Source: an optimization exercise on an open RTL-to-GDS flow (aim: small area and a short achievable clock period). Production flows keep margins and buffers that such runs may drop.
RTL that was checked went through simulation tests only; none was proved equivalent to the original.

before:
==> module sm_lane, before the edit <==
module sm_lane (
  input         clk,
  input         rst,
  input         en,
  input  [7:0]  data,
  input  [4:0]  addr,
  output [10:0] out1,
  output [10:0] out2,
  output [10:0] t
);
  reg [7:0] d;
  always @(posedge clk)
    if (rst) d <= data;
  wire [7:0] n  = -d;
  wire       nz = |d;
  wire [2:0] a = addr[2:0];
  wire       sn1 = en & addr[4];
  reg        sn2;
  reg  [1:0] k1, k2;
  always @(*) begin
    if (!en) begin
      sn2 = 1'b0; k1 = 2'd0; k2 = 2'd0;
    end else if (!addr[4]) begin
      case (a)
        3'd0: begin k1 = 2'd0; sn2 = 1'b1; k2 = 2'd0; end
        3'd1: begin k1 = 2'd2; sn2 = 1'b1; k2 = 2'd3; end
        3'd2: begin k1 = 2'd1; sn2 = 1'b1; k2 = 2'd2; end
        3'd3: begin k1 = 2'd2; sn2 = 1'b0; k2 = 2'd3; end
        3'd4: begin k1 = 2'd0; sn2 = 1'b1; k2 = 2'd1; end
        3'd5: begin k1 = 2'd1; sn2 = 1'b0; k2 = 2'd3; end
        3'd6: begin k1 = 2'd1; sn2 = 1'b0; k2 = 2'd2; end
        default: begin k1 = 2'd0; sn2 = 1'b1; k2 = 2'd3; end
      endcase
    end else begin
      case (a)
        3'd0: begin k1 = 2'd1; sn2 = 1'b1; k2 = 2'd1; end
        3'd1: begin k1 = 2'd0; sn2 = 1'b0; k2 = 2'd3; end
        3'd2: begin k1 = 2'd1; sn2 = 1'b1; k2 = 2'd2; end
        3'd3: begin k1 = 2'd1; sn2 = 1'b1; k2 = 2'd3; end
        3'd4: begin k1 = 2'd0; sn2 = 1'b0; k2 = 2'd1; end
        3'd5: begin k1 = 2'd2; sn2 = 1'b1; k2 = 2'd3; end
        3'd6: begin k1 = 2'd1; sn2 = 1'b0; k2 = 2'd2; end
        default: begin k1 = 2'd2; sn2 = 1'b0; k2 = 2'd3; end
      endcase
    end
  end
  wire [7:0] v1 = sn1 ? n : d;
  wire [7:0] v2 = sn2 ? n : d;
  wire       f1 = sn1 & nz;
  wire       f2 = sn2 & nz;
  wire [10:0] x1 = k1[0] ? {f1, v1, 2'b00} : {v1, 3'b000};
  wire [10:0] x2 = k2[0] ? {f2, v2, 2'b00} : {v2, 3'b000};
  assign out1 = k1[1] ? {f1, f1, x1[10:2]} : x1;
  assign out2 = k2[1] ? {f2, f2, x2[10:2]} : x2;
  assign t = (addr[4:3] == 2'b01) ? {d, 3'b000} :
             (addr[4:3] == 2'b10) ? {n, 3'b000} : 11'd0;
endmodule
export LEC_CHECK = 0
export CAP_MARGIN = 20
export CORE_MARGIN = 2
export CORE_UTILIZATION = 50
export CTS_BUF_LIST = sky130_fd_sc_hd__clkbuf_4 sky130_fd_sc_hd__clkbuf_8
export GPL_TIMING_DRIVEN = 0
export PLACE_DENSITY = 0.62
export SLEW_MARGIN = 20
create_clock -name core_clock -period 13.0 [get_ports {clk}]
standard.sh (not shown) runs the stock make flow with config.mk's settings and CLKGATE_MAP_FILE= SYNTH_SCRIPT=/design/flow/synth_recipe.tcl, a recipe that flattens the netlist after the stock synthesis.
==> flow/flow/run.sh <==
#!/bin/bash
# The standard ORFS layout (standard.sh, unchanged synthesis) with two changes
# before global placement:
#  - the buffers that synthesis left in the netlist are removed, as the
#    standard flow does only when timing-driven placement is on;
#  - every port gets a sky130_fd_sc_hd__buf_1 as its buffer rather than the
#    larger cell buffer_ports picks by default (the resizer may still upsize it).
# make's whole output goes to standard.log; ORFS keeps each step's log under orfs/logs.
set -euo pipefail
work=$(pwd)
export PRE_GLOBAL_PLACE_TCL="$work/flow/pre_global_place.tcl"
export BUFFER_PORTS_ARGS="-buffer_cell sky130_fd_sc_hd__buf_1"
bash standard.sh > "$work/standard.log" 2>&1
==> flow/flow/pre_global_place.tcl <==
# Sourced by ORFS's global_place.tcl before it buffers the ports.
remove_buffers
In summary, before completed successfully, with a layout that passed the timing, design-rule and antenna checks.
Setup changes, before to after
--- a/flow/design.v
+++ b/flow/design.v
@@ -47,12 +47,18 @@
   wire [7:0] v1 = sn1 ? n : d;
   wire [7:0] v2 = sn2 ? n : d;
   wire       f1 = sn1 & nz;
   wire       f2 = sn2 & nz;
-  wire [10:0] x1 = k1[0] ? {f1, v1, 2'b00} : {v1, 3'b000};
-  wire [10:0] x2 = k2[0] ? {f2, v2, 2'b00} : {v2, 3'b000};
-  assign out1 = k1[1] ? {f1, f1, x1[10:2]} : x1;
-  assign out2 = k2[1] ? {f2, f2, x2[10:2]} : x2;
+  assign out1 = (k1 == 2'd0) ? {v1, 3'b000} : (k1 == 2'd1) ? {f1, v1, 2'b00} : {f1, f1, v1, 1'b0};
+  reg [10:0] o2;
+  always @(*)
+    case (k2)
+      2'd0: o2 = {v2, 3'b000};
+      2'd1: o2 = {f2, v2, 2'b00};
+      2'd2: o2 = {f2, f2, v2, 1'b0};
+      default: o2 = {f2, f2, f2, v2};
+    endcase
+  assign out2 = o2;
   assign t = (addr[4:3] == 2'b01) ? {d, 3'b000} :
              (addr[4:3] == 2'b10) ? {n, 3'b000} : 11'd0;
 endmodule
 module sub_module16(
## What came out
Final cell area: after above before. after vs before: half-perimeter wire length after placement up by more than 10%. There was hardly any difference in I/O pin count between before and after. Summary — post-cts repair resize count, after relative to before: higher, by 23%. Compared with before, in after via count normalized by instance count shows an increase of 0.22, critical path depth in cells went down about 10%, final period demand of the worst path picked up an extra 100 ps, layout-stage area growth over the synthesis result went up by 0.91 points. Reported for before and after, final sequential cell count turned out identical to the last digit. Changes observed in after relative to before: area share of xor/xnor cells in the synthesized design went down by 0.41 points; portion of the clock cycle consumed by the worst path in the final layout saw an increase; post-route worst setup slack fell by 100 ps.
Only the layout flow was run in after; the RTL was not checked for function there.

## what the ideal ports hide
In the flow no input, the clock included, has a driving cell. The finished layouts below were timed again as built, in two steps. Step 1, drivers: a clkbuf_16 drives clk and a buf_2 each remaining input, both assumed. Step 2 times the ports against the registers' clock, not the clock port: input delays grow and output delays shrink by t, the midpoint of the rising clock arrivals with the driver on. Slacks: ideal / step 1 / step 2; pairs: ideal / step 1.
run	t (ns)	setup slack, ns	hold WS [ns]	latest minus earliest clock arrival (ns)
before	0.470	0.398 / 0.360 / 0.360	2.333 / 2.303 / 2.773	0.018 / 0.018
after	0.455	0.298 / 0.265 / 0.265	2.341 / 2.315 / 2.770	0.029 / 0.029
After both steps every run listed still meets setup and hold. For before, which loses most, drivers alone change the setup slack by -0.038 ns; drivers and shift together by -0.038 ns.
